Context: an optimization exercise on an open-source flow, tuned for small area, a short achievable clock period and few clock cycles per item. The choices shown serve that exercise and are no tape-out recipe.
In this exercise RTL edits were held to simulation tests only and were not proved equivalent to the original.

`flow/run.sh`:
```
#!/bin/bash
# synth_recipe.tcl (not shown) runs the flow's synth.tcl, then flattens the netlist and writes it again
# the make line also repeats each setting of config.mk as NAME=value (left out here)
make -C /OpenROAD-flow-scripts/flow DESIGN_CONFIG=/design/flow/config.mk WORK_HOME=/design/flow/orfs CLKGATE_MAP_FILE= SYNTH_SCRIPT=/design/flow/synth_recipe.tcl finish
```
`flow/config.mk`:
```
export PLATFORM = sky130hd
export DESIGN_NAME = top_sha
export DESIGN_NICKNAME = top_sha
export VERILOG_FILES = /design/flow/design.v
export SDC_FILE = /design/flow/constraint.sdc
export NUM_CORES = 4
export LEC_CHECK = 0
export CAP_MARGIN = 20
export CORE_MARGIN = 2
export CORE_UTILIZATION = 40
export SETUP_SLACK_MARGIN = 4.5
export SLEW_MARGIN = 20
```
`flow/constraint.sdc`:
```
create_clock -name core_clock -period 8.0 [get_ports {clk}]
set_input_delay 1.6000 -clock core_clock [delete_from_list [all_inputs] [get_ports {clk}]]
set_output_delay 1.6000 -clock core_clock [all_outputs]
set_load 0.01 [all_outputs]
```
`flow/design.v`:
```
`timescale 1ns / 1ps
module top_sha(input clk,rst,byte_rdy,byte_stop,input [7:0] data_in,
					output overflow_err,output [255:0] Hash_Digest, output hashing_done
    );
	localparam [31:0] IV0 = 32'h6a09e667, IV1 = 32'hbb67ae85,
	                  IV2 = 32'h3c6ef372, IV3 = 32'ha54ff53a,
	                  IV4 = 32'h510e527f, IV5 = 32'h9b05688c,
	                  IV6 = 32'h1f83d9ab, IV7 = 32'h5be0cd19;
	function [31:0] csa_s;
		input [31:0] x, y, z;
		csa_s = x ^ y ^ z;
	endfunction
	function [31:0] csa_c;
		input [31:0] x, y, z;
		csa_c = {((x & y) | (z & (x | y))), 1'b0} ;
	endfunction
	reg [5:0] len;           
	reg       stp;           
	reg [6:0] lcnt;          
	reg [5:0] kidx;          
	reg       kst;           
	reg       ev;            
	reg       av;            
	reg       elast;         
	reg       alast;         
	reg       done_r;
	reg       ovf_r;
	reg [23:0] abuf;         
	reg [31:0] w0,w1,w2,w3,w4,w5,w6,w7,w8,w9,w10,w11,w12,w13,w14,w15;
	reg [31:0] X;            
	reg [31:0] KW;           
	reg [31:0] DKW;          
	reg [31:0] T1;           
	reg [31:0] a,b,c,d,e,f,g,h;
	wire [5:0] len_nx = len + 6'd1;
	wire ld_msg = byte_rdy & (len[1:0] == 2'd3);
	wire ld_pad = (stp | byte_stop) & ~lcnt[6];
	wire ld     = ld_msg | ld_pad;
	reg [31:0] padw;
	always @(*) begin
		case (len[1:0])
			2'd0: padw = 32'h80000000;
			2'd1: padw = {abuf[7:0], 24'h800000};
			2'd2: padw = {abuf[15:0], 16'h8000};
			default: padw = {abuf[23:0], 8'h80};
		endcase
	end
	wire [31:0] s0w = {w2[6:0],w2[31:7]} ^ {w2[17:0],w2[31:18]} ^ (w2 >> 3);
	wire [31:0] s1w = {w15[16:0],w15[31:17]} ^ {w15[18:0],w15[31:19]} ^ (w15 >> 10);
	wire [31:0] xs1 = csa_s(w10, w1, s0w);
	wire [31:0] xc1 = csa_c(w10, w1, s0w);
	wire [31:0] wexp = csa_s(xs1, xc1, s1w) + csa_c(xs1, xc1, s1w);
	reg [31:0] wnew;
	always @(*) begin
		if (byte_rdy)
			wnew = {abuf, data_in};
		else if (lcnt[6:4] != 3'd0)
			wnew = X;
		else if (lcnt[3:0] == len[5:2])
			wnew = padw;
		else if (lcnt[3:0] == 4'd15)
			wnew = {23'd0, len, 3'd0};
		else
			wnew = 32'd0;
	end
	reg [31:0] K;
	always @(*) begin
		case (kidx)
			6'd0: K = 32'h428a2f98; 6'd1: K = 32'h71374491; 6'd2: K = 32'hb5c0fbcf; 6'd3: K = 32'he9b5dba5;
			6'd4: K = 32'h3956c25b; 6'd5: K = 32'h59f111f1; 6'd6: K = 32'h923f82a4; 6'd7: K = 32'hab1c5ed5;
			6'd8: K = 32'hd807aa98; 6'd9: K = 32'h12835b01; 6'd10: K = 32'h243185be; 6'd11: K = 32'h550c7dc3;
			6'd12: K = 32'h72be5d74; 6'd13: K = 32'h80deb1fe; 6'd14: K = 32'h9bdc06a7; 6'd15: K = 32'hc19bf174;
			6'd16: K = 32'he49b69c1; 6'd17: K = 32'hefbe4786; 6'd18: K = 32'h0fc19dc6; 6'd19: K = 32'h240ca1cc;
			6'd20: K = 32'h2de92c6f; 6'd21: K = 32'h4a7484aa; 6'd22: K = 32'h5cb0a9dc; 6'd23: K = 32'h76f988da;
			6'd24: K = 32'h983e5152; 6'd25: K = 32'ha831c66d; 6'd26: K = 32'hb00327c8; 6'd27: K = 32'hbf597fc7;
			6'd28: K = 32'hc6e00bf3; 6'd29: K = 32'hd5a79147; 6'd30: K = 32'h06ca6351; 6'd31: K = 32'h14292967;
			6'd32: K = 32'h27b70a85; 6'd33: K = 32'h2e1b2138; 6'd34: K = 32'h4d2c6dfc; 6'd35: K = 32'h53380d13;
			6'd36: K = 32'h650a7354; 6'd37: K = 32'h766a0abb; 6'd38: K = 32'h81c2c92e; 6'd39: K = 32'h92722c85;
			6'd40: K = 32'ha2bfe8a1; 6'd41: K = 32'ha81a664b; 6'd42: K = 32'hc24b8b70; 6'd43: K = 32'hc76c51a3;
			6'd44: K = 32'hd192e819; 6'd45: K = 32'hd6990624; 6'd46: K = 32'hf40e3585; 6'd47: K = 32'h106aa070;
			6'd48: K = 32'h19a4c116; 6'd49: K = 32'h1e376c08; 6'd50: K = 32'h2748774c; 6'd51: K = 32'h34b0bcb5;
			6'd52: K = 32'h391c0cb3; 6'd53: K = 32'h4ed8aa4a; 6'd54: K = 32'h5b9cca4f; 6'd55: K = 32'h682e6ff3;
			6'd56: K = 32'h748f82ee; 6'd57: K = 32'h78a5636f; 6'd58: K = 32'h84c87814; 6'd59: K = 32'h8cc70208;
			6'd60: K = 32'h90befffa; 6'd61: K = 32'ha4506ceb; 6'd62: K = 32'hbef9a3f7; 6'd63: K = 32'h307b5f59;
		endcase
	end
	wire [31:0] Kd = K ^ ((kidx == 6'd63) ? 32'h27049428 : 32'd0);
	wire [31:0] hsel = ev ? g : h;
	wire [31:0] dsel = (ev & av) ? b : (ev | av) ? c : d;
	wire [31:0] ks1 = csa_s(K, w15, hsel);
	wire [31:0] kc1 = csa_c(K, w15, hsel);
	wire [31:0] ds1 = csa_s(Kd, w15, hsel);
	wire [31:0] dc1 = csa_c(Kd, w15, hsel);
	wire [31:0] kw_nx = ks1 + kc1;
	wire [31:0] dkw_nx = csa_s(ds1, dc1, dsel) + csa_c(ds1, dc1, dsel);
	wire [31:0] S0 = {a[1:0],a[31:2]} ^ {a[12:0],a[31:13]} ^ {a[21:0],a[31:22]};
	wire [31:0] S1 = {e[5:0],e[31:6]} ^ {e[10:0],e[31:11]} ^ {e[24:0],e[31:25]};
	wire [31:0] MJ = (a & b) | (c & (a | b));
	wire [31:0] CH = (e & f) | (~e & g);
	wire [31:0] e_nx  = csa_s(S1, CH, DKW) + csa_c(S1, CH, DKW);
	wire [31:0] t1_nx = csa_s(S1, CH, KW) + csa_c(S1, CH, KW);
	wire [31:0] a_nx  = csa_s(S0, MJ, T1) + csa_c(S0, MJ, T1);
	always @(posedge clk) begin
		if (!rst) begin
			len <= 6'd0;
			stp <= 1'b0;
			lcnt <= 7'd0;
			kidx <= 6'd0;
			kst <= 1'b0;
			ev <= 1'b0;
			av <= 1'b0;
			elast <= 1'b0;
			alast <= 1'b0;
			done_r <= 1'b0;
			ovf_r <= 1'b0;
		end else begin
			if (byte_rdy) begin
				len <= len_nx;
				abuf <= {abuf[15:0], data_in};
			end
			if (byte_stop) stp <= 1'b1;
			ovf_r <= ((byte_rdy ? len_nx : len) == 6'd55) & ~byte_stop;
			if (ld) lcnt <= lcnt + 7'd1;
			kst <= ld;
			ev <= kst;
			av <= ev;
			if (kst) begin
				kidx <= kidx + 6'd1;
				elast <= (kidx == 6'd63);
			end
			if (ev) alast <= elast;
			if (av & alast) done_r <= 1'b1;
		end
	end
	always @(posedge clk) begin
		if (kst) begin
			KW <= kw_nx;
			DKW <= dkw_nx;
		end
	end
	always @(posedge clk) begin
		if (ld) begin
			w0 <= w1; w1 <= w2; w2 <= w3; w3 <= w4; w4 <= w5; w5 <= w6; w6 <= w7; w7 <= w8;
			w8 <= w9; w9 <= w10; w10 <= w11; w11 <= w12; w12 <= w13; w13 <= w14; w14 <= w15;
			w15 <= wnew;
			X <= wexp;
		end
	end
	always @(posedge clk) begin
		if (!rst) begin
			a <= IV0; b <= IV1; c <= IV2; d <= IV3;
			e <= IV4; f <= IV5; g <= IV6; h <= IV7;
		end else begin
			if (av) begin
				a <= a_nx;
				if (alast) begin
					b <= a + IV1; c <= b + IV2; d <= c + IV3;
				end else begin
					b <= a; c <= b; d <= c;
				end
			end
			if (ev) begin
				e <= e_nx;
				T1 <= t1_nx;
				if (elast) begin
					f <= e + IV5; g <= f + IV6; h <= g + IV7;
				end else begin
					f <= e; g <= f; h <= g;
				end
			end
		end
	end
	assign Hash_Digest = {a, b, c, d, e, f, g, h};
	assign hashing_done = done_r;
	assign overflow_err = ovf_r;
endmodule
```
==> flow_metrics.tcl, run 1 <==
set metrics [dict create \
    cts_tree "done" \
    initial_core_util_pct 40.4 \
    avgSynthCellArea_um2 10.4 \
    synth_top_area_cell "edfxtp_1" \
    crit_path_end_kind "flip-flop" \
    htreeDepth 3 \
    synthMuxAreaShare_pct 2.29 \
    hold_path_depth 0 \
    hp-start "w11[11]" \
    grt_max_degree 142 \
    coreArea_mm2 0.138 \
    arrival_ns 4.99 \
    syn_inst 5347 \
    syn_to_final_growth_pct 26.3 \
    r2r_start "av" \
    vias 44300 \
    synth_top_family_by_area "compound AO/OA/AOI/OAI gates" \
    synthTopCellsByArea "edfxtp_1, dfxtp_1, fa_1" \
    ff2ff_setup_slack_ns 3.44 \
    syn-num-nets 5801 \
    ctsHoldBuffers 0 \
    reg2regPathDepth 12 \
    ys_seq_area_share_pct 45.4 \
    slew_headroom_pct 25.9 \
    whs_endpoint "w10[11]" \
    cts_root_buffer "clkbuf_16" \
    synth_edf_count 632 \
    critPathMaxStageDelay_ns 0.78 \
    synth_ff_type "edfxtp_1" \
    rows 136 \
    grt_usage_pct 27.7 \
    tightest_slew_ns 1.11 \
    finalNetCount 6211 \
    cp_slowest_cell "o21ai_0" \
    yosysTopAreaCellShare_pct 34.1 \
    dieHeight_um 377 \
    crit_chain "buf_6 -> mux2i_1 -> o21ai_0 -> fa_1 -> ha_1 -> o21a_1 -> o41ai_4 -> a31oi_2 -> or2_1 -> a311o_1 -> a21oi_2 -> xnor2_1" \
    wl_per_cell_um 26.5 \
    startpoint_type "flip-flop" \
    synth-simple-area-share_pct 10.1 \
    gp_congestion 0.972 \
    die_area_mm2 0.142 \
    critPathRequiredTime_ns 8.43 \
    numCtsBuffers 106 \
    clkLatencyLatePin_ns 0.76 \
    grt_antenna_before_repair 9 \
    ys_seq_elements 947 \
    grt_pass1_vias 41700 \
    max_freq_ghz 0.219 \
    cap_viol_max_count 0 \
    cp_max_fo 13 \
    hold_ws_ns 0.366 \
    drt_pre_antenna_iters 6 \
    hold_viol 0 \
    synth_cell_types 94 \
    drc 0 \
    period_minus_slack_ns 4.56 \
    grt_setup_unrepaired "yes" \
    io_buffers 269 \
    grt_pass1_wl_mm 290 \
    final_core_util_pct 51.0 \
    ys.warnings.count 1 \
    clock_sinks 947 \
    synthXorXnorAreaFrac_pct 9.27 \
    ant_nets 0 \
    setup_violations 0 \
    cts_max_path_buffers 3 \
    synthAdderAreaFrac_pct 13.4 \
    wirelength_mm 203 \
    status "finished clean" \
    fin_crit_sh_pct 57.0 \
    syn-cell-area_mm2 0.0557 \
    critical_path_class "reg2reg" \
    r2r_end "DKW[31]" \
    overflow 0 \
    viasPerCell 5.79 \
    clkSlewWorstSetupHoldPaths_ns 0.07 \
    drt_iter0_drc 4988 \
    slew_violations 0 \
    hp-class "reg2reg" \
    synth_compound_area_share_pct 15.1 \
    finalClockSkew_ns 0.0809 \
    dpl.hpwl_mm 141 \
    io_pins 270 \
    drive_above_1_share_pct 21.2 \
    ys_async_sr_fraction_pct 0 \
    die_w_um 377 \
    fill_cells 12300 \
]
==> critical path, delay by kind of cell (launching register included) <==
kind                     cells  cell delay, ns
adder cells (fa/ha/maj)      2            0.94
flip-flops                   1            0.56
XOR/XNOR                     1            0.07
multiplexers                 1            0.12
AND/OR/NAND/NOR              1            0.29
buffers and inverters        1            0.26
AO/OA/AOI/OAI                6            1.99
==> timing repair <==
item | CTS | global route
gates resized for setup | 690 | 244
endpoints found under the setup margin | 666 | 470
cloned | 11 | 0
pin swaps | 190 | 166
setup buffers | 191 | 89
==> Yosys cell counts (16+ instances only) <==
cell type  instances
a211o_1           23
a211oi_1          84
a21o_1           111
a21oi_1          336
a221oi_1          16
a22oi_1           36
a311oi_1          16
a31oi_1           34
and2_1            26
and3_1            38
buf_1             29
buf_2             18
clkbuf_1         266
dfxtp_1          315
edfxtp_1         632
fa_1             231
ha_1             211
inv_1            342
maj3_1            17
mux2_2            33
mux2i_1           90
nand2_1          458
nand2b_1          44
nand3_1           82
nand4_1           31
nor2_1           365
nor2b_1           37
nor3_1            54
o211ai_1          68
o21a_1            29
o21ai_0          387
o21bai_1          28
o31ai_1           19
or2_2             23
or3_1             25
xnor2_1          371
xor2_1           218
==> how the worst max path moves through the flow <==
stage | slack, ns | depth (start not counted) | end | from
3_3_place_gp | 2.80 | 16 | DKW[28] | av
2_1_floorplan | -3.45 | 5 | lcnt[5] | byte_stop
4_1_cts | 3.49 | 19 | X[31] | w2[4]
6_report | 3.44 | 12 | DKW[31] | av
5_1_grt | 3.33 | 16 | X[25] | w2[17]
3_5_place_dp | 2.71 | 16 | DKW[28] | av
==> cell usage in the layout (no fill, tap or decap), drive strengths merged, types with 31 or more instances in the layout <==
cell type        n
nand2b          44
clkbuf         131
nor2b           38
mux2i           90
nor2           365
nand3           82
clkdlybuf4s50  243
xnor2          371
buf            340
xor2           218
mux2            33
a211oi          84
a22oi           36
dfxtp          315
and3            38
o21ai          406
a31oi           35
nand4           31
a21o           111
edfxtp         632
inv            345
fa             231
clkinv          51
ha             211
nor3            54
a21oi          336
nand2          459
o211ai          68
==> through the flow <==
stage          setup TNS (ns)  setup WS, ns  cells  cell area (um^2)
6_report                    0          3.44   7644             70300
5_1_grt                     0          3.33   7641             70300
3_5_place_dp                0          2.71   7152             60400
4_1_cts                     0          3.49   7552             68600
3_3_place_gp                0          2.80   7152             60400
2_1_floorplan        -1259.08         -3.45   5347             56500
==> layout make-up <==
cell class                      count  area [um^2]  share of cell area (%)
Multi-Input combinational cell   3740        31200                    44.5
Inverter                          346         1350                    1.92
Clock buffer                      131         2830                    4.02
Sequential cell                   947        25700                    36.6
Tap cell                         1794         2240                    3.19
Timing Repair Buffer              616         6160                    8.77
Antenna cell                        3         7.51                  0.0107
Clock inverter                     67          747                    1.06
==> kinds of logic (layout without fill, tap and decap cells) <==
| family | Yosys count | after routing |
|---|---|---|
| compound gates | 1330 | 1331 |
| simple gates | 1238 | 1238 |
| flops | 947 | 947 |
| buf+inv | 661 | 1160 |
| xor+xnor | 589 | 589 |
| fa+ha+maj | 459 | 459 |
| mux | 123 | 123 |
| other cells | 0 | 3 |
==> metal layers <==
metal	global-route usage (%)	share of wire (%)	vias to the layer above
met5	0	0.025	-
met4	10.6	4.4	8
met3	5.62	9.4	422
met2	41.2	43	2234
met1	39.7	43	22000
li1	-	-	19600
Testbench counts, summed over its fixed seeds: cycles 34,019, items 384.
==> run 2, diff against run 1 <==
--- a/flow/config.mk
+++ b/flow/config.mk
@@ -8,5 +8,5 @@
 export CAP_MARGIN = 20
 export CORE_MARGIN = 2
 export CORE_UTILIZATION = 40
-export SETUP_SLACK_MARGIN = 4.5
+export SETUP_SLACK_MARGIN = 5.0
 export SLEW_MARGIN = 20
==> flow_metrics.tcl, run 2 <==
set metrics [dict create \
    cts_root_buffer "clkbuf_16" \
    slew_headroom_pct 28.9 \
    crit_chain "and3_4 -> and3_4 -> buf_12 -> xnor2_4 -> fa_1 -> inv_1 -> fa_1 -> ha_4 -> nor2b_4 -> o21a_1 -> o21a_1 -> o41ai_4 -> a31oi_4 -> or2_4 -> a311o_1 -> a21oi_2 -> xnor2_1" \
    clkLatencyLatePin_ns 0.75 \
    gp_congestion 0.970 \
    hp-class "reg2reg" \
    grt_antenna_before_repair 12 \
    final_cell_mix "edfxtp_1, nand2_1, buf_4, nor2_1, buf_6" \
    cts_max_path_buffers 3 \
    grt_pass1_wl_mm 301 \
    syn_inst 5347 \
    die_area_mm2 0.142 \
    syn-num-nets 5801 \
    synth_compound_area_share_pct 15.1 \
    numCtsBuffers 106 \
    critPathRequiredTime_ns 8.43 \
    drive_above_1_share_pct 32.6 \
    drt_iter0_drc 4866 \
    coreArea_mm2 0.138 \
    initial_core_util_pct 40.4 \
    dpl.hpwl_mm 141 \
    startpoint_type "flip-flop" \
    wl_per_cell_um 26.5 \
    htreeDepth 3 \
    slew_violations 0 \
    die_w_um 377 \
    drc 0 \
    setup_violations 0 \
    synthTopCellsByArea "edfxtp_1, dfxtp_1, fa_1" \
    cp_num_cells 17 \
    clock_sinks 947 \
    grt_pass1_vias 43400 \
    drt_pre_antenna_iters 7 \
    ant_nets 0 \
    clkSlewWorstSetupHoldPaths_ns 0.06 \
    synth_edf_count 632 \
    synth_top_area_cell "edfxtp_1" \
    grt_setup_unrepaired "yes" \
    wirelength_mm 212 \
    ys_async_sr_fraction_pct 0 \
    finalNetCount 6573 \
    tightest_slew_ns 1.07 \
    ys_seq_elements 947 \
    synth_cell_types 94 \
    synthAdderAreaFrac_pct 13.4 \
    cp_max_fo 4 \
    ys.warnings.count 1 \
    fin_cells 8006 \
    arrival_ns 4.99 \
    vias 46200 \
    hold_path_depth 0 \
    dp.cells 7155 \
    dieHeight_um 377 \
    synthXorXnorAreaFrac_pct 9.27 \
    final_common_cell "edfxtp_1" \
    synth_top_family_by_area "compound AO/OA/AOI/OAI gates" \
    cap_viol_max_count 0 \
    critPathBufInv 2 \
    overflow 0 \
    critical_path_class "reg2reg" \
    fin_crit_sh_pct 56.9 \
    io_buffers 269 \
    syn_to_final_growth_pct 35.2 \
    ys_seq_area_share_pct 45.4 \
    yosysMostFrequentCell "edfxtp_1" \
    synthMuxAreaShare_pct 2.29 \
    status "finished clean" \
    yosysTopAreaCellShare_pct 34.1 \
    final_core_util_pct 54.6 \
    synth-simple-area-share_pct 10.1 \
    grt_max_degree 102 \
    cts_tree "done" \
    path_delay_family "compound AO/OA/AOI/OAI gates" \
    critPathMaxStageDelay_ns 0.57 \
    hold_viol 0 \
    ys_top_cells_by_count "edfxtp_1, nand2_1, o21ai_0" \
    syn-cell-area_mm2 0.0557 \
    avgSynthCellArea_um2 10.4 \
    crit_path_end_kind "flip-flop" \
    reg2regPathDepth 17 \
    period_minus_slack_ns 4.56 \
    synth_ff_type "edfxtp_1" \
    io_pins 270 \
    viasPerCell 5.77 \
    finalClockSkew_ns 0.0778 \
    grt_usage_pct 28.8 \
    rows 136 \
    max_freq_ghz 0.220 \
    cp_slowest_cell "fa_1" \
]
-- run 2: routing by layer --
| metal | vias up | share of wire, % | track usage, % |
|---|---|---|---|
| li1 | 20400 | - | - |
| met1 | 23000 | 42 | 40.2 |
| met2 | 2309 | 44 | 42.9 |
| met3 | 439 | 10 | 6.69 |
| met4 | 14 | 4.6 | 11.9 |
| met5 | - | 0.045 | 0 |
-- run 2: logic make-up (layout without fill, tap and decap cells) --
| kind of cell | Yosys count | in the layout |
|---|---|---|
| adder cells (fa/ha/maj) | 459 | 459 |
| AND/OR/NAND/NOR | 1238 | 1240 |
| flip-flops | 947 | 947 |
| AO/OA/AOI/OAI | 1330 | 1331 |
| multiplexers | 123 | 123 |
| XOR/XNOR | 589 | 589 |
| buffers and inverters | 661 | 1522 |
| other | 0 | 1 |
-- run 2: repair_timing --
item | CTS | global route
hold buffers | 0 | 0
setup endpoints to repair | 1081 | 758
endpoints found under the hold margin | 0 | 0
buffers inserted | 477 | 155
cloned | 12 | 6
pin swaps | 243 | 238
resized for setup | 2222 | 385
-- run 2: stage by stage --
| stage | setup TNS [ns] | hold slack, ns | cell area [um^2] | worst slack [ns] |
|---|---|---|---|---|
| global route | 0 | 0.419 | 75300 | 3.31 |
| CTS | 0 | 0.406 | 72500 | 3.46 |
| floorplan | -1259.08 | 0.400 | 56700 | -3.45 |
| finish | 0 | 0.385 | 75300 | 3.44 |
| detailed placement | 0 | 0.405 | 60500 | 2.67 |
| global placement | 0 | 0.400 | 60500 | 2.71 |
-- run 2: final timing paths --
| check | end | slack (ns) | startpoint |
|---|---|---|---|
| setup / recovery | DKW[31] | 3.44 | kidx[3] |
| hold / removal | w12[31] | 0.38 | w13[31] |
| setup reg to reg | DKW[31] | 3.44 | kidx[3] |
| hold reg to reg | w12[31] | 0.38 | w13[31] |
-- run 2: area by class of cell --
| cell class | count | area, um^2 |
|---|---|---|
| fill | 11800 | 62600 |
| multi-input combinational | 3742 | 32100 |
| tap | 1794 | 2240 |
| inverter | 346 | 1360 |
| sequential | 947 | 26100 |
| clock inverter | 50 | 542 |
| clock buffer | 150 | 2980 |
| timing repair buffer | 976 | 9970 |
| antenna | 1 | 2.50 |
==> run 3, diff against run 2 <==
--- a/flow/design.v
+++ b/flow/design.v
@@ -29,7 +29,6 @@
 	reg [31:0] w0,w1,w2,w3,w4,w5,w6,w7,w8,w9,w10,w11,w12,w13,w14,w15;
 	reg [31:0] X;            
 	reg [31:0] KW;           
-	reg [31:0] DKW;          
 	reg [31:0] T1;           
 	reg [31:0] a,b,c,d,e,f,g,h;
 	wire [5:0] len_nx = len + 6'd1;
@@ -81,24 +80,25 @@
 			6'd48: K = 32'h19a4c116; 6'd49: K = 32'h1e376c08; 6'd50: K = 32'h2748774c; 6'd51: K = 32'h34b0bcb5;
 			6'd52: K = 32'h391c0cb3; 6'd53: K = 32'h4ed8aa4a; 6'd54: K = 32'h5b9cca4f; 6'd55: K = 32'h682e6ff3;
 			6'd56: K = 32'h748f82ee; 6'd57: K = 32'h78a5636f; 6'd58: K = 32'h84c87814; 6'd59: K = 32'h8cc70208;
-			6'd60: K = 32'h90befffa; 6'd61: K = 32'ha4506ceb; 6'd62: K = 32'hbef9a3f7; 6'd63: K = 32'h307b5f59;
+			6'd60: K = 32'h90befffa; 6'd61: K = 32'ha4506ceb; 6'd62: K = 32'hbef9a3f7; 6'd63: K = 32'h177fcb71;
 		endcase
 	end
-	wire [31:0] Kd = K ^ ((kidx == 6'd63) ? 32'h27049428 : 32'd0);
 	wire [31:0] hsel = ev ? g : h;
-	wire [31:0] dsel = (ev & av) ? b : (ev | av) ? c : d;
 	wire [31:0] ks1 = csa_s(K, w15, hsel);
 	wire [31:0] kc1 = csa_c(K, w15, hsel);
-	wire [31:0] ds1 = csa_s(Kd, w15, hsel);
-	wire [31:0] dc1 = csa_c(Kd, w15, hsel);
 	wire [31:0] kw_nx = ks1 + kc1;
-	wire [31:0] dkw_nx = csa_s(ds1, dc1, dsel) + csa_c(ds1, dc1, dsel);
 	wire [31:0] S0 = {a[1:0],a[31:2]} ^ {a[12:0],a[31:13]} ^ {a[21:0],a[31:22]};
 	wire [31:0] S1 = {e[5:0],e[31:6]} ^ {e[10:0],e[31:11]} ^ {e[24:0],e[31:25]};
 	wire [31:0] MJ = (a & b) | (c & (a | b));
 	wire [31:0] CH = (e & f) | (~e & g);
-	wire [31:0] e_nx  = csa_s(S1, CH, DKW) + csa_c(S1, CH, DKW);
-	wire [31:0] t1_nx = csa_s(S1, CH, KW) + csa_c(S1, CH, KW);
+	wire [31:0] dsel = av ? c : d;
+	wire [31:0] es1 = csa_s(dsel, KW, CH);
+	wire [31:0] ec1 = csa_c(dsel, KW, CH);
+	wire [31:0] e_nx  = csa_s(es1, ec1, S1) + csa_c(es1, ec1, S1);
+	wire [31:0] t1k = elast ? 32'h18fb93e8 : 32'd0;
+	wire [31:0] ts1 = csa_s(t1k, KW, CH);
+	wire [31:0] tc1 = csa_c(t1k, KW, CH);
+	wire [31:0] t1_nx = csa_s(ts1, tc1, S1) + csa_c(ts1, tc1, S1);
 	wire [31:0] a_nx  = csa_s(S0, MJ, T1) + csa_c(S0, MJ, T1);
 	always @(posedge clk) begin
 		if (!rst) begin
@@ -133,17 +133,15 @@
 		end
 	end
 	always @(posedge clk) begin
-		if (kst) begin
-			KW <= kw_nx;
-			DKW <= dkw_nx;
-		end
+		KW <= kw_nx;
+		T1 <= t1_nx;
+		X <= wexp;
 	end
 	always @(posedge clk) begin
 		if (ld) begin
 			w0 <= w1; w1 <= w2; w2 <= w3; w3 <= w4; w4 <= w5; w5 <= w6; w6 <= w7; w7 <= w8;
 			w8 <= w9; w9 <= w10; w10 <= w11; w11 <= w12; w12 <= w13; w13 <= w14; w14 <= w15;
 			w15 <= wnew;
-			X <= wexp;
 		end
 	end
 	always @(posedge clk) begin
@@ -161,7 +159,6 @@
 			end
 			if (ev) begin
 				e <= e_nx;
-				T1 <= t1_nx;
 				if (elast) begin
 					f <= e + IV5; g <= f + IV6; h <= g + IV7;
 				end else begin
--- a/flow/config.mk
+++ b/flow/config.mk
@@ -8,5 +8,5 @@
 export CAP_MARGIN = 20
 export CORE_MARGIN = 2
 export CORE_UTILIZATION = 40
-export SETUP_SLACK_MARGIN = 5.0
+export SETUP_SLACK_MARGIN = 4.0
 export SLEW_MARGIN = 20
==> flow_metrics.tcl, run 3 <==
set metrics [dict create \
    clkSlewWorstSetupHoldPaths_ns 0.06 \
    ys_seq_elements 915 \
    drt_pre_antenna_iters 5 \
    cts_tree "done" \
    grt_pass1_vias 38200 \
    synthTopCellsByArea "edfxtp_1, dfxtp_1, fa_1" \
    fin_crit_sh_pct 54.9 \
    critPathBufInv 1 \
    dpl_cell_area_mm2 0.0569 \
    final_area_mm2 0.0637 \
    grt_antenna_before_repair 4 \
    cts_root_buffer "clkbuf_16" \
    ys_async_sr_fraction_pct 0 \
    avgSynthCellArea_um2 10.2 \
    io_buffers 269 \
    dpl.hpwl_mm 126 \
    critical_path_class "reg2reg" \
    gp_congestion 0.943 \
    syn-cell-area_mm2 0.0525 \
    clock_sinks 915 \
    crit_chain "xnor2_2 -> xnor2_1 -> fa_1 -> fa_1 -> ha_2 -> fa_2 -> a21o_1 -> and4_1 -> o211ai_1 -> o21ai_2 -> o31a_1 -> buf_4 -> a31oi_4 -> o21bai_1 -> a21oi_1 -> xnor2_1" \
    numCtsBuffers 100 \
    crit_path_end_kind "flip-flop" \
    ys_top_cells_by_count "edfxtp_1, inv_1, dfxtp_1" \
    coreArea_mm2 0.130 \
    cp_slowest_cell "edfxtp_1" \
    synth_cell_types 87 \
    fill_cells 11900 \
    path_delay_family "adder cells" \
    ys.warnings.count 1 \
    vias 40400 \
    ys_seq_area_share_pct 44.5 \
    period_minus_slack_ns 4.39 \
    hp-class "reg2reg" \
    viasPerCell 5.57 \
    finalClockSkew_ns 0.0699 \
    synth_top_area_cell "edfxtp_1" \
    slew_violations 0 \
    slew_headroom_pct 29.4 \
    status "finished clean" \
    syn-num-nets 5564 \
    ctsHoldBuffers 0 \
    synth_edf_count 504 \
    grt_max_degree 194 \
    synth_ff_type "edfxtp_1" \
    finalNetCount 5867 \
    cp_max_fo 3 \
    critPathMaxStageDelay_ns 0.51 \
    initial_core_util_pct 40.4 \
    clkLatencyLatePin_ns 0.77 \
    critPathRequiredTime_ns 8.60 \
    htreeDepth 3 \
    hold_ws_ns 0.359 \
    grt_pass1_wl_mm 259 \
    startpoint_type "flip-flop" \
    grt_setup_unrepaired "yes" \
    hold_viol 0 \
    yosysMostFrequentCell "edfxtp_1" \
    arrival_ns 5.00 \
    die_w_um 366 \
    setup_violations 0 \
    final_common_cell "edfxtp_1" \
    cap_viol_max_count 0 \
    die_area_mm2 0.134 \
    syn_to_final_growth_pct 21.4 \
    rows 132 \
    wirelength_mm 178 \
    cts_max_path_buffers 3 \
    tns_ns 0 \
    max_freq_ghz 0.228 \
    syn_inst 5121 \
    grt_usage_pct 25.7 \
    io_pins 270 \
    yosysTopAreaCellShare_pct 28.8 \
    drt_iter0_drc 4520 \
    dieHeight_um 366 \
    wl_per_cell_um 24.5 \
    final_cell_mix "edfxtp_1, inv_1, nand2_1, dfxtp_1, nor2_1" \
    overflow 0 \
    drc 0 \
    dp.cells 6920 \
    tightest_slew_ns 1.06 \
    ant_nets 0 \
    drive_above_1_share_pct 13.6 \
    fin_cells 7253 \
]
run 3: cell count changes in the layout (fill, tap and decap cells not counted), sizes merged, moves of 21 or more:
cell / delta
buf: -643
clkdlybuf4s50: +260
edfxtp: -128
inv: +118
dfxtp: +96
clkdlybuf4s15: -83
nand2: -63
a21oi: -60
o21ai: -60
xnor2: -36
nor3: +28
clkbuf: -27
nor2: -21
run 3: cell families (layout without fill, tap and decap cells):
| group | count (synthesis) | count (layout) | synth area share, % |
|---|---|---|---|
| fa+ha+maj | 439 | 439 | 13.8 |
| mux | 121 | 121 | 2.39 |
| flops | 915 | 915 | 44.5 |
| simple gates | 1149 | 1149 | 9.93 |
| xor+xnor | 547 | 547 | 9.13 |
| compound gates | 1197 | 1197 | 14.6 |
| buf+inv | 753 | 1142 | 5.60 |
| other cells | 0 | 1 | 0 |
run 3: metrics by stage:
stage | setup WS [ns] | util, %
after floorplan | -2.89 | -
after global placement | 2.46 | 43.9
after detailed placement | 2.49 | 43.9
after CTS | 3.63 | 48.3
after global routing | 3.46 | 49.1
final | 3.61 | 49.1
run 3: path summary, 6_finish.rpt:
check	start	to	slack (ns)	cells past startpoint
min	w14[20]	w13[20]	0.36	0
min reg2reg	w14[20]	w13[20]	0.36	0
max reg2reg	w2[4]	X[17]	3.61	16
max	w2[4]	X[17]	3.61	16
run 3: final cells by class:
type                       count  area, um^2  share of cell area (%)
sequential                   915       23500                    36.9
clock buffer                 132        2770                    4.35
timing repair buffer         488        4730                    7.43
clock inverter                56         772                    1.21
multi-input combinational   3453       28000                    43.9
inverter                     466        1770                    2.78
tap                         1742        2180                    3.42
antenna                        1        2.50                 0.00393
run 3: layer usage:
metal,GRT usage [%],routed length (um)
met1,37.6,80400
met2,38.4,77500
met3,3.70,12800
met4,9.49,7340
met5,0,13
run 3: timing repair:
action / CTS / global route
buffers inserted: 96 / 43
resized for setup: 308 / 151
pin swaps: 99 / 94
endpoints found under the setup margin: 117 / 76
cloned: 2 / 2
run 3: worst register-to-register path, delay by kind of cell, from the launching register on:
kind	cells	cell delay (ns)
fa+ha+maj	4	1.50
compound gates	7	1.32
xor+xnor	3	0.55
flops	1	0.51
simple gates	1	0.22
buf+inv	1	0.16
Testbench counts of run 3, summed over its fixed seeds: cycles 34,019, items 384.
==> run 4, diff against run 3 <==
--- a/flow/config.mk
+++ b/flow/config.mk
@@ -5,6 +5,7 @@
 export SDC_FILE = /design/flow/constraint.sdc
 export NUM_CORES = 4
 export LEC_CHECK = 0
+export ABC_AREA = 1
 export CAP_MARGIN = 20
 export CORE_MARGIN = 2
 export CORE_UTILIZATION = 40
==> flow_metrics.tcl, run 4 <==
set metrics [dict create \
    startpoint_type "flip-flop" \
    drt_pre_antenna_iters 6 \
    final_cell_mix "nand2_1, inv_1, nand3_1, edfxtp_1, nor2_1" \
    avgSynthCellArea_um2 8.07 \
    clkLatencyLatePin_ns 0.76 \
    rows 139 \
    tightest_slew_ns 1.10 \
    finalNetCount 7786 \
    cts_root_buffer "clkbuf_16" \
    crit_path_end_kind "flip-flop" \
    final_common_cell "nand2_1" \
    ys_top_cells_by_count "nand2_1, inv_1, nand3_1" \
    ant_nets 1 \
    cp_max_fo 56 \
    ys.warnings.count 1 \
    so_faults "antenna violations" \
    syn-num-nets 7574 \
    grt_pass1_wl_mm 329 \
    grt_max_degree 202 \
    clock_sinks 915 \
    ys_seq_elements 915 \
    syn-cell-area_mm2 0.0575 \
    synthTopCellsByArea "edfxtp_1, dfxtp_1, nand2_1" \
    dieHeight_um 383 \
    cts_tree "done" \
    syn_inst 7131 \
    cp_slowest_cell "a21oi_1" \
    io_buffers 269 \
    gp_congestion 0.967 \
    grt_antenna_before_repair 6 \
    dpl.hpwl_mm 176 \
    setup_violations 0 \
    critical_path_class "reg2reg" \
    slew_headroom_pct 26.4 \
    fill_cells 14100 \
    status "finished with violations" \
    ff2ff_setup_slack_ns 4.05 \
    ff_latch_area_mm2 0.0234 \
    ys_seq_area_share_pct 40.6 \
    initial_core_util_pct 40.2 \
    grt_pass1_vias 48100 \
    wirelength_mm 228 \
    synth_edf_count 504 \
    critPathMaxStageDelay_ns 0.71 \
    die_area_mm2 0.147 \
    yosysTopAreaCellShare_pct 26.3 \
    yosysMostFrequentCell "nand2_1" \
    synth_cell_types 54 \
    max_freq_ghz 0.253 \
    wl_per_cell_um 24.4 \
    drive_above_1_share_pct 5.12 \
    drt_iter0_drc 5422 \
    io_pins 270 \
    coreArea_mm2 0.143 \
    finalClockSkew_ns 0.0411 \
    viasPerCell 5.42 \
    ys_async_sr_fraction_pct 0 \
    grt_usage_pct 30.4 \
    hold_viol 0 \
    synth_top_area_cell "edfxtp_1" \
    slew_violations 0 \
    cts_max_path_buffers 3 \
    fin_crit_sh_pct 49.4 \
    arrival_ns 4.60 \
    critPathRequiredTime_ns 8.65 \
    numCtsBuffers 103 \
    synth_ff_type "edfxtp_1" \
    period_minus_slack_ns 3.95 \
    htreeDepth 3 \
    grt_setup_unrepaired "yes" \
    syn_to_final_growth_pct 15.0 \
    multi_input_area_mm2 0.0291 \
    crit_chain "buf_12 -> inv_16 -> nand2_1 -> inv_1 -> a21oi_1 -> fa_1 -> fa_1 -> inv_1 -> ha_1 -> inv_1 -> nor3_1 -> nand2_1 -> inv_1 -> nand2_1 -> nand2_1 -> a21oi_1 -> nand2_1 -> nand3_1 -> nand2_1 -> inv_1" \
    overflow 0 \
    hold_ws_ns 0.394 \
    clkSlewWorstSetupHoldPaths_ns 0.06 \
    vias 50600 \
    die_w_um 383 \
    path_common_cell "nand2_1" \
    cap_viol_max_count 0 \
    drc 0 \
    hp-class "reg2reg" \
]
==> run 4: final cells by class <==
type,instances,area share [%]
diodes,7,0.0265
well taps,1903,3.60
flip-flops and latches,915,35.4
clock buffers,132,4.25
clock inverters,54,1.10
inverters,1105,6.36
repair buffers,351,5.19
multi-input cells,4867,44.1
==> run 4: worst max-delay path: cells and delay by family (launching register included) <==
kind            cells  cell delay, ns
compound gates      2            0.75
flops               1            0.42
buf+inv             7            0.49
simple gates        8            0.80
fa+ha+maj           3            1.40
==> run 4: logic make-up (layout without fill, tap and decap cells) <==
logic type	count (synthesis)	in the layout	synth area share (%)
fa+ha+maj	434	434	12.5
compound gates	1121	1121	10.8
xor+xnor	384	384	5.85
mux	9	9	0.157
simple gates	2919	2919	21.1
flops	915	915	40.6
other cells	0	7	0
buf+inv	1349	1642	9.02
==> run 4: per-layer routing <==
layer / wire length [um] / vias up / part of all wire, % / track usage, %
met5: 46 / - / 0.020 / 0
met4: 8960 / 4 / 3.9 / 10.7
met3: 20200 / 413 / 8.9 / 6.04
met2: 97800 / 2332 / 43 / 46.0
met1: 101000 / 24300 / 44 / 43.3
li1: - / 23600 / - / -
==> run 4: timing repair <==
item | 4_1_cts | 5_1_grt
pin swaps | 0 | 2
hold buffers | 0 | 0
setup endpoints to repair | 49 | 69
gates resized for setup | 34 | 100
buffers inserted | 5 | 14
gates cloned | 0 | 1
==> run 4: final timing paths <==
path | endpoint | startpoint | cells after the start
worst max register to register | e[31] | av | 20
worst min register to register | w13[18] | w14[18] | 0
worst min-delay path | w13[18] | w14[18] | 0
worst max-delay path | e[31] | av | 20
==> run 4: stage by stage <==
stage          instance area (um^2)  setup TNS, ns  std cells  util, %  setup WS [ns]
2_1_floorplan                 57600        -747.87       7131        -          -1.55
3_3_place_gp                  62100              0       9121     43.4           3.36
3_5_place_dp                  62100              0       9121     43.4           3.35
4_1_cts                       65700              0       9312     45.9           4.01
5_1_grt                       66100              0       9328     46.2           3.87
6_report                      66200              0       9334     46.2           4.05
==> run 5, diff against run 4 <==
--- a/flow/config.mk
+++ b/flow/config.mk
@@ -9,5 +9,5 @@
 export CAP_MARGIN = 20
 export CORE_MARGIN = 2
 export CORE_UTILIZATION = 40
-export SETUP_SLACK_MARGIN = 4.0
+export SETUP_SLACK_MARGIN = 4.5
 export SLEW_MARGIN = 20
==> flow_metrics.tcl, run 5 <==
set metrics [dict create \
    final_core_util_pct 49.5 \
    slew_headroom_pct 20.0 \
    syn-cell-area_mm2 0.0575 \
    viasPerCell 5.49 \
    setup_violations 0 \
    grt_max_degree 148 \
    die_w_um 383 \
    slew_violations 0 \
    clkSlewWorstSetupHoldPaths_ns 0.06 \
    startpoint_type "flip-flop" \
    io_pins 270 \
    synth_edf_count 504 \
    drive_above_1_share_pct 14.2 \
    grt_pass1_wl_mm 333 \
    syn_to_final_growth_pct 23.1 \
    synthTopCellsByArea "edfxtp_1, dfxtp_1, nand2_1" \
    ys_seq_area_share_pct 40.6 \
    numCtsBuffers 103 \
    wl_per_cell_um 24.6 \
    finalNetCount 7923 \
    ctsHoldBuffers 0 \
    synth_ff_type "edfxtp_1" \
    crit_chain "buf_6 -> xnor2_4 -> xnor2_2 -> fa_2 -> fa_1 -> ha_2 -> fa_2 -> nand3_2 -> nand2_2 -> nand3_2 -> nand2_4 -> nand3_4 -> nand3_4 -> nand3_4 -> nand2_1 -> nand2_1 -> nand2_2" \
    gp_congestion 0.983 \
    setup_slack_ns 4.35 \
    cts_max_path_buffers 3 \
    critPathMaxStageDelay_ns 0.61 \
    syn_inst 7131 \
    fin_crit_sh_pct 45.6 \
    hp-class "reg2reg" \
    ys_top_cells_by_count "nand2_1, inv_1, nand3_1" \
    clock_sinks 915 \
    rows 139 \
    crit_path_end_kind "flip-flop" \
    overflow 0 \
    synth_cell_types 54 \
    coreArea_mm2 0.143 \
    grt_antenna_before_repair 11 \
    tightest_slew_ns 1.19 \
    finalClockSkew_ns 0.0834 \
    wirelength_mm 233 \
    hold_viol 0 \
    clkLatencyLatePin_ns 0.77 \
    cts_tree "done" \
    syn-num-nets 7574 \
    tns_ns 0 \
    dpl.hpwl_mm 175 \
    cts_root_buffer "clkbuf_16" \
    arrival_ns 4.22 \
    grt_setup_unrepaired "yes" \
    pre_cts_slack_ns 3.10 \
    drt_iter0_drc 5930 \
    io_buffers 269 \
    cp_max_fo 4 \
    ys_async_sr_fraction_pct 0 \
    ys.warnings.count 1 \
    critPathBufInv 1 \
    max_freq_ghz 0.274 \
    yosysTopAreaCellShare_pct 26.3 \
    cp_slowest_cell "fa_2" \
    drc 0 \
    vias 52000 \
    drt_pre_antenna_iters 6 \
    grt_pass1_vias 49300 \
    yosysMostFrequentCell "nand2_1" \
    period_minus_slack_ns 3.65 \
    grt_usage_pct 30.7 \
    cap_viol_max_count 0 \
    ant_nets 0 \
    path_delay_family "adder cells" \
    avgSynthCellArea_um2 8.07 \
    final_cell_mix "nand2_1, inv_1, nand3_1, edfxtp_1, nor2_1" \
    final_common_cell "nand2_1" \
    htreeDepth 3 \
    status "finished clean" \
    die_area_mm2 0.147 \
    ys_seq_elements 915 \
    critPathRequiredTime_ns 8.57 \
    initial_core_util_pct 40.2 \
    path_common_cell "nand3_4" \
    dieHeight_um 383 \
    synth_top_area_cell "edfxtp_1" \
    critical_path_class "reg2reg" \
]
## run 5: worst paths after layout
kind,startpoint,endpoint,slack [ns],depth (start not counted)
setup / recovery,w2[8],X[23],4.35,17
hold / removal,w13[5],w12[5],0.38,0
setup reg to reg,w2[8],X[23],4.35,17
hold reg to reg,w13[5],w12[5],0.38,0
## run 5: layout make-up
type                       count  area (um^2)
sequential                   915        23700
tap                         1903         2380
timing repair inverter         1         8.76
multi-input combinational   4867        32000
antenna                        1         2.50
clock buffer                 141         2880
fill                       13800        72300
timing repair buffer         487         4940
clock inverter                52          609
inverter                    1105         4260
## run 5: metal layers
layer	track usage (%)	wire [um]
met1	43.4	101000
met2	47.0	102000
met3	5.25	20000
met4	11.7	9940
met5	0	41
## run 5: cell families after synthesis
group,Yosys count,share of synthesized area (%)
simple gates,2919,21.1
mux,9,0.157
buf+inv,1349,9.02
fa+ha+maj,434,12.5
flops,915,40.6
xor+xnor,384,5.85
compound gates,1121,10.8
## run 5: per-stage QoR
| stage | instances | instance area, um^2 | hold slack (ns) |
|---|---|---|---|
| 2_1_floorplan | 7131 | 57600 | 0.400 |
| 3_3_place_gp | 9117 | 62100 | 0.400 |
| 3_5_place_dp | 9117 | 62100 | 0.405 |
| 4_1_cts | 9385 | 68300 | 0.373 |
| 5_1_grt | 9471 | 70800 | 0.386 |
| 6_report | 9472 | 70800 | 0.376 |
## run 5: repair_timing
action                                  in CTS  in global routing
pin swaps                                   82                106
resized for setup                          641                396
endpoints found under the setup margin     699                243
cloned                                       7                  3
setup buffers                               68                 82
==> run 6, diff against run 5 <==
--- a/flow/config.mk
+++ b/flow/config.mk
@@ -9,5 +9,5 @@
 export CAP_MARGIN = 20
 export CORE_MARGIN = 2
 export CORE_UTILIZATION = 40
-export SETUP_SLACK_MARGIN = 4.5
+export SETUP_SLACK_MARGIN = 5.0
 export SLEW_MARGIN = 20
==> flow_metrics.tcl, run 6 <==
set metrics [dict create \
    status "finished clean" \
    drt_pre_antenna_iters 6 \
    clkLatencyLatePin_ns 0.77 \
    tightest_slew_ns 1.07 \
    yosysTopAreaCellShare_pct 26.3 \
    period_minus_slack_ns 3.64 \
    critical_path_class "reg2reg" \
    synth_ff_type "edfxtp_1" \
    clock_sinks 915 \
    slew_headroom_pct 28.7 \
    io_pins 270 \
    grt_setup_unrepaired "yes" \
    drc 0 \
    overflow 0 \
    crit_path_end_kind "flip-flop" \
    fill_cells 12900 \
    syn_to_final_growth_pct 38.2 \
    fin_crit_sh_pct 45.5 \
    dpl.hpwl_mm 172 \
    finalNetCount 8335 \
    arrival_ns 4.28 \
    wl_per_cell_um 25.2 \
    cts_max_path_buffers 3 \
    setup_violations 0 \
    rows 139 \
    final_cell_mix "nand2_1, inv_1, edfxtp_1, nand3_1, buf_4" \
    reg2regPathDepth 16 \
    ys_top_cells_by_count "nand2_1, inv_1, nand3_1" \
    die_area_mm2 0.147 \
    startpoint_type "flip-flop" \
    final_core_util_pct 55.5 \
    clkSlewWorstSetupHoldPaths_ns 0.06 \
    htreeDepth 3 \
    viasPerCell 5.56 \
    ys_async_sr_fraction_pct 0 \
    io_buffers 269 \
    ys_seq_elements 915 \
    tns_ns 0 \
    synthTopCellsByArea "edfxtp_1, dfxtp_1, nand2_1" \
    setup_slack_ns 4.36 \
    grt_usage_pct 32.7 \
    syn-cell-area_mm2 0.0575 \
    crit_path_end "e[27]" \
    numCtsBuffers 105 \
    syn-num-nets 7574 \
    grt_pass1_wl_mm 353 \
    synth_top_area_cell "edfxtp_1" \
    die_w_um 383 \
    ctsHoldBuffers 0 \
    ys_seq_area_share_pct 40.6 \
    r2r_start "av" \
    synth_cell_types 54 \
    wirelength_mm 249 \
    grt_antenna_before_repair 10 \
    ys.warnings.count 1 \
    pre_cts_slack_ns 3.22 \
    dieHeight_um 383 \
    worstSetupStartpoint "av" \
    hp-class "reg2reg" \
    gp_congestion 0.988 \
    synth_edf_count 504 \
    grt_max_degree 111 \
    vias 54900 \
    max_freq_ghz 0.275 \
    ff2ff_setup_slack_ns 4.36 \
    finalClockSkew_ns 0.0595 \
    grt_pass1_vias 52100 \
    slew_violations 0 \
    cts_root_buffer "clkbuf_16" \
    critPathRequiredTime_ns 8.64 \
    initial_core_util_pct 40.2 \
    syn_inst 7131 \
    final_common_cell "nand2_1" \
    cts_tree "done" \
    avgSynthCellArea_um2 8.07 \
    cap_viol_max_count 0 \
    ant_nets 0 \
    yosysMostFrequentCell "nand2_1" \
    r2r_end "e[27]" \
    hold_viol 0 \
    drt_iter0_drc 6036 \
    drive_above_1_share_pct 30.7 \
    cp_max_fo 7 \
    coreArea_mm2 0.143 \
]
## run 6: metal layers
metal | vias to the layer above | track usage [%] | wire, um
li1 | 24700 | - | -
met1 | 26600 | 44.2 | 102000
met2 | 2942 | 49.3 | 106000
met3 | 769 | 7.02 | 25000
met4 | 6 | 16.8 | 16000
met5 | - | 0 | 37
## run 6: worst min-delay path by stage
stage,cells after the start,start,end
5_1_grt,0,w12[3],w11[3]
6_report,0,w12[3],w11[3]
3_3_place_gp,0,w8[7],w7[7]
3_5_place_dp,0,w11[14],w10[14]
4_1_cts,0,w12[3],w11[3]
2_1_floorplan,0,w11[0],w10[0]
## run 6: timing repair
item                        CTS  global route
pin swaps                   179           434
setup endpoints to repair   952           553
gates cloned                 20             1
buffers inserted            390           165
resized for setup          2200           937
## run 6: logic make-up (layout without fill, tap and decap cells)
kind of cell | Yosys count | after routing | share of synthesized area, %
other | 0 | 2 | 0
DFF | 915 | 915 | 40.6
muxes | 9 | 9 | 0.157
and+or+nand+nor | 2919 | 2919 | 21.1
adders and majority gates | 434 | 434 | 12.5
AOI/OAI and AO/OA | 1121 | 1121 | 10.8
xor gates and xnor gates | 384 | 384 | 5.85
buffers and inverters | 1349 | 2203 | 9.02
## run 6: critical path, stage by stage (launching register included)
cell and delay [ns]:
dfxtp_4 0.36, buf_12 0.16, buf_6 0.13, mux2i_4 0.43
fa_1 0.56, fa_1 0.56, inv_1 0.08, ha_4 0.33
nand2_4 0.09, nor2_4 0.17, nand2_1 0.11, nor2_1 0.11
nand2_1 0.08, nand3_1 0.14, nand3_2 0.13, nand2_1 0.08
inv_1 0.04
## run 6: metrics by stage
stage | instances | hold slack (ns) | cell area (um^2)
after CTS | 9722 | 0.404 | 74200
final | 9890 | 0.400 | 79500
after floorplan | 7131 | 0.400 | 58100
after global placement | 9112 | 0.400 | 62400
after global routing | 9888 | 0.397 | 79500
after detailed placement | 9112 | 0.405 | 62400
## run 6: cell type report
cell class,instances,area [um^2],share of cell area (%)
Antenna cell,2,5.00,0.00630
Clock buffer,121,2750,3.46
Clock inverter,79,1120,1.41
Inverter,1105,4330,5.44
Multi-Input combinational cell,4867,36000,45.3
Sequential cell,915,24100,30.4
Tap cell,1903,2380,3.00
Timing Repair Buffer,889,8670,10.9
Timing Repair inverter,9,113,0.142
==> run 7, diff against run 6 <==
--- a/flow/design.v
+++ b/flow/design.v
@@ -25,8 +25,7 @@
 	reg       alast;         
 	reg       done_r;
 	reg       ovf_r;
-	reg [23:0] abuf;         
-	reg [31:0] w0,w1,w2,w3,w4,w5,w6,w7,w8,w9,w10,w11,w12,w13,w14,w15;
+	reg [31:0] w1,w2,w3,w4,w5,w6,w7,w8,w9,w10,w11,w12,w13,w14,w15;
 	reg [31:0] X;            
 	reg [31:0] KW;           
 	reg [31:0] T1;           
@@ -35,13 +34,15 @@
 	wire ld_msg = byte_rdy & (len[1:0] == 2'd3);
 	wire ld_pad = (stp | byte_stop) & ~lcnt[6];
 	wire ld     = ld_msg | ld_pad;
+	wire sh     = (byte_rdy & (len[1:0] == 2'd0) & (len != 6'd0)) |
+	              (ld_pad & ~((lcnt == {3'd0, len[5:2]}) & (len[1:0] != 2'd0)));
 	reg [31:0] padw;
 	always @(*) begin
 		case (len[1:0])
 			2'd0: padw = 32'h80000000;
-			2'd1: padw = {abuf[7:0], 24'h800000};
-			2'd2: padw = {abuf[15:0], 16'h8000};
-			default: padw = {abuf[23:0], 8'h80};
+			2'd1: padw = {w15[7:0], 24'h800000};
+			2'd2: padw = {w15[15:0], 16'h8000};
+			default: padw = {w15[23:0], 8'h80};
 		endcase
 	end
 	wire [31:0] s0w = {w2[6:0],w2[31:7]} ^ {w2[17:0],w2[31:18]} ^ (w2 >> 3);
@@ -52,7 +53,7 @@
 	reg [31:0] wnew;
 	always @(*) begin
 		if (byte_rdy)
-			wnew = {abuf, data_in};
+			wnew = {w15[23:0], data_in};
 		else if (lcnt[6:4] != 3'd0)
 			wnew = X;
 		else if (lcnt[3:0] == len[5:2])
@@ -92,13 +93,11 @@
 	wire [31:0] MJ = (a & b) | (c & (a | b));
 	wire [31:0] CH = (e & f) | (~e & g);
 	wire [31:0] dsel = av ? c : d;
-	wire [31:0] es1 = csa_s(dsel, KW, CH);
-	wire [31:0] ec1 = csa_c(dsel, KW, CH);
-	wire [31:0] e_nx  = csa_s(es1, ec1, S1) + csa_c(es1, ec1, S1);
+	wire [31:0] us = csa_s(KW, CH, S1);
+	wire [31:0] uc = csa_c(KW, CH, S1);
+	wire [31:0] e_nx  = csa_s(us, uc, dsel) + csa_c(us, uc, dsel);
 	wire [31:0] t1k = elast ? 32'h18fb93e8 : 32'd0;
-	wire [31:0] ts1 = csa_s(t1k, KW, CH);
-	wire [31:0] tc1 = csa_c(t1k, KW, CH);
-	wire [31:0] t1_nx = csa_s(ts1, tc1, S1) + csa_c(ts1, tc1, S1);
+	wire [31:0] t1_nx = csa_s(us, uc, t1k) + csa_c(us, uc, t1k);
 	wire [31:0] a_nx  = csa_s(S0, MJ, T1) + csa_c(S0, MJ, T1);
 	always @(posedge clk) begin
 		if (!rst) begin
@@ -116,7 +115,6 @@
 		end else begin
 			if (byte_rdy) begin
 				len <= len_nx;
-				abuf <= {abuf[15:0], data_in};
 			end
 			if (byte_stop) stp <= 1'b1;
 			ovf_r <= ((byte_rdy ? len_nx : len) == 6'd55) & ~byte_stop;
@@ -138,11 +136,12 @@
 		X <= wexp;
 	end
 	always @(posedge clk) begin
-		if (ld) begin
-			w0 <= w1; w1 <= w2; w2 <= w3; w3 <= w4; w4 <= w5; w5 <= w6; w6 <= w7; w7 <= w8;
+		if (sh) begin
+			w1 <= w2; w2 <= w3; w3 <= w4; w4 <= w5; w5 <= w6; w6 <= w7; w7 <= w8;
 			w8 <= w9; w9 <= w10; w10 <= w11; w11 <= w12; w12 <= w13; w13 <= w14; w14 <= w15;
+		end
+		if (byte_rdy | ld_pad)
 			w15 <= wnew;
-		end
 	end
 	always @(posedge clk) begin
 		if (!rst) begin
--- a/flow/config.mk
+++ b/flow/config.mk
@@ -9,5 +9,5 @@
 export CAP_MARGIN = 20
 export CORE_MARGIN = 2
 export CORE_UTILIZATION = 40
-export SETUP_SLACK_MARGIN = 5.0
+export SETUP_SLACK_MARGIN = 4.3
 export SLEW_MARGIN = 20
==> flow_metrics.tcl, run 7 <==
set metrics [dict create \
    ys.warnings.count 1 \
    synth_cell_types 59 \
    fin_crit_sh_pct 45.8 \
    htreeDepth 3 \
    cts_max_path_buffers 3 \
    die_area_mm2 0.142 \
    period_minus_slack_ns 3.67 \
    startpoint_type "flip-flop" \
    yosysMostFrequentCell "nand2_1" \
    syn_to_final_growth_pct 17.5 \
    drive_above_1_share_pct 8.91 \
    finalNetCount 7562 \
    hold_viol 0 \
    ys_async_sr_fraction_pct 0 \
    critPathRequiredTime_ns 8.60 \
    initial_core_util_pct 40.4 \
    overflow 0 \
    dpl_cell_area_mm2 0.0598 \
    finalClockSkew_ns 0.0445 \
    slew_headroom_pct 20.4 \
    ff_latch_area_mm2 0.0229 \
    ctsHoldBuffers 0 \
    hold_path_depth 0 \
    drc 0 \
    r2r_start "ev" \
    gp_congestion 0.994 \
    hold_ws_ns 0.404 \
    clkSlewWorstSetupHoldPaths_ns 0.07 \
    final_cell_mix "nand2_1, inv_1, nand3_1, edfxtp_1, nor2_1" \
    multi_input_area_mm2 0.0291 \
    coreArea_mm2 0.138 \
    worstSetupStartpoint "ev" \
    grt_setup_unrepaired "yes" \
    tightest_slew_ns 1.18 \
    numCtsBuffers 103 \
    slew_violations 0 \
    wl_per_cell_um 24.2 \
    synthTopCellsByArea "edfxtp_1, dfxtp_1, nand2_1" \
    ys_top_cells_by_count "nand2_1, inv_1, nand3_1" \
    crit_path_end_kind "flip-flop" \
    grt_usage_pct 30.1 \
    avgSynthCellArea_um2 8.05 \
    wirelength_mm 218 \
    vias 50100 \
    ys_seq_area_share_pct 40.7 \
    hp-class "reg2reg" \
    grt_max_degree 120 \
    grt_pass1_wl_mm 317 \
    ys_seq_elements 891 \
    synth_top_area_cell "edfxtp_1" \
    synth_ff_type "edfxtp_1" \
    max_freq_ghz 0.273 \
    setup_violations 0 \
    cts_root_buffer "clkbuf_16" \
    rows 136 \
    drt_pre_antenna_iters 6 \
    cp_max_fo 89 \
    grt_antenna_before_repair 7 \
    dpl.hpwl_mm 165 \
    hp-start "w13[29]" \
    cap_viol_max_count 0 \
    final_area_mm2 0.0653 \
    io_buffers 269 \
    reg2regPathDepth 10 \
    die_w_um 377 \
    clkLatencyLatePin_ns 0.76 \
    dieHeight_um 377 \
    grt_pass1_vias 46900 \
    critical_path_class "reg2reg" \
    fill_cells 13400 \
    io_pins 270 \
    synth_edf_count 480 \
    syn-num-nets 7315 \
    ant_nets 0 \
    final_common_cell "nand2_1" \
    arrival_ns 4.27 \
    viasPerCell 5.54 \
    drt_iter0_drc 5279 \
    clock_sinks 891 \
    cts_tree "done" \
    syn-cell-area_mm2 0.0556 \
    status "finished clean" \
    syn_inst 6905 \
    yosysTopAreaCellShare_pct 25.9 \
]
-- run 7: changes by cell type after synthesis, moves of 17 or more --
cell	change
clkbuf_1	-26
a21oi_1	+17
nand4_1	+21
nand2_1	-100
fa_1	-30
edfxtp_1	-24
inv_1	-141
nor3_1	+37
buf_2	+28
-- run 7: final timing paths --
kind                   to  slack, ns
setup / recovery   KW[23]       4.33
hold / removal    w12[29]       0.40
setup reg to reg   KW[23]       4.33
hold reg to reg   w12[29]       0.40
-- run 7: logic make-up (layout without fill, tap and decap cells) --
| family | count (synthesis) | in the layout | synth area share [%] |
|---|---|---|---|
| and+or+nand+nor | 2860 | 2860 | 21.6 |
| AOI/OAI and AO/OA | 1151 | 1151 | 11.4 |
| buffers and inverters | 1226 | 1558 | 8.55 |
| other | 0 | 1 | 0 |
| adders and majority gates | 400 | 400 | 11.8 |
| xor gates and xnor gates | 375 | 375 | 5.91 |
| muxes | 2 | 2 | 0.0360 |
| DFF | 891 | 891 | 40.7 |
-- run 7: critical path: stages, from the launching register on --
cell	delay, ns
dfxtp_4	0.55
inv_16	0.17
o21ai_1	0.52
fa_1	0.53
ha_1	0.36
inv_1	0.15
o21ai_0	0.14
o21bai_1	0.20
o21bai_1	0.19
a21oi_1	0.28
xor2_1	0.36
-- run 7: repair_timing --
item	4_1_cts	5_1_grt
setup endpoints to repair	467	525
setup buffers	17	58
cloned	1	4
pin swaps	1	35
resized for setup	165	276
-- run 7: metal layers --
| metal | GRT usage (%) | wire length, um | vias up |
|---|---|---|---|
| li1 | - | - | 23100 |
| met1 | 43.0 | 95300 | 23900 |
| met2 | 44.6 | 93000 | 2543 |
| met3 | 5.26 | 19900 | 458 |
| met4 | 12.9 | 10100 | 4 |
| met5 | 0 | 21 | - |
-- run 7: through the flow --
| step | cells | setup WS (ns) | util (%) | setup TNS (ns) |
|---|---|---|---|---|
| after floorplan | 6905 | -1.49 | - | -668.12 |
| final | 9032 | 4.33 | 47.5 | 0 |
| after global placement | 8760 | 3.29 | 43.5 | 0 |
| after global routing | 9031 | 4.23 | 47.5 | 0 |
| after CTS | 8968 | 4.25 | 46.4 | 0 |
| after detailed placement | 8760 | 3.24 | 43.5 | 0 |
-- run 7: final cells by class --
type                       instances  area share [%]
timing repair inverter             1         0.00766
clock buffer                     131            4.27
clock inverter                    59            1.10
tap                             1794            3.44
sequential                       891            35.0
inverter                         975            5.74
multi-input combinational       4788            44.6
timing repair buffer             392            5.86
antenna                            1         0.00383
Testbench counts of run 7, summed over its fixed seeds: cycles 34,019, items 384.

-- what the ideal ports hide --
The results above use ideal ports. As a check the final layouts listed here were re-extracted and re-timed, cells and wires unchanged.
Step 1 assumes that a clkbuf_16 drives the clock port and a buf_2 every other input.
Step 2 times the ports against the registers' clock, not the clock port: input delays grow and output delays shrink by t, the midpoint of the rising clock arrivals with the driver on.
a / b / c = ideal ports / drivers / drivers and shift; a / b = the first two.
run | shift t [ns] | slack for setup (ns) | worst setup path at the end | slew at the worst register clock pin (ns) | worst data-port slew with drivers (ns)
run 1 | 0.804 | 3.436 / 3.436 / 3.436 | register to register | 0.07 / 0.07 | 0.06
run 2 | 0.788 | 3.444 / 3.444 / 3.444 | register to register | 0.07 / 0.07 | 0.40
run 3 | 0.810 | 3.607 / 3.607 / 3.304 | input to register | 0.08 / 0.08 | 0.07
run 4 | 0.816 | 4.049 / 4.004 / 3.384 | input to register | 0.07 / 0.07 | 0.14
run 5 | 0.810 | 4.351 / 4.351 / 3.778 | input to register | 0.07 / 0.07 | 0.16
run 6 | 0.816 | 4.360 / 4.360 / 4.253 | input to register | 0.07 / 0.07 | 0.16
run 7 | 0.822 | 4.335 / 4.280 / 3.669 | input to register | 0.07 / 0.07 | 0.06
For run 7, which loses most, drivers alone change the setup slack by -0.055 ns; drivers and shift together by -0.666 ns.
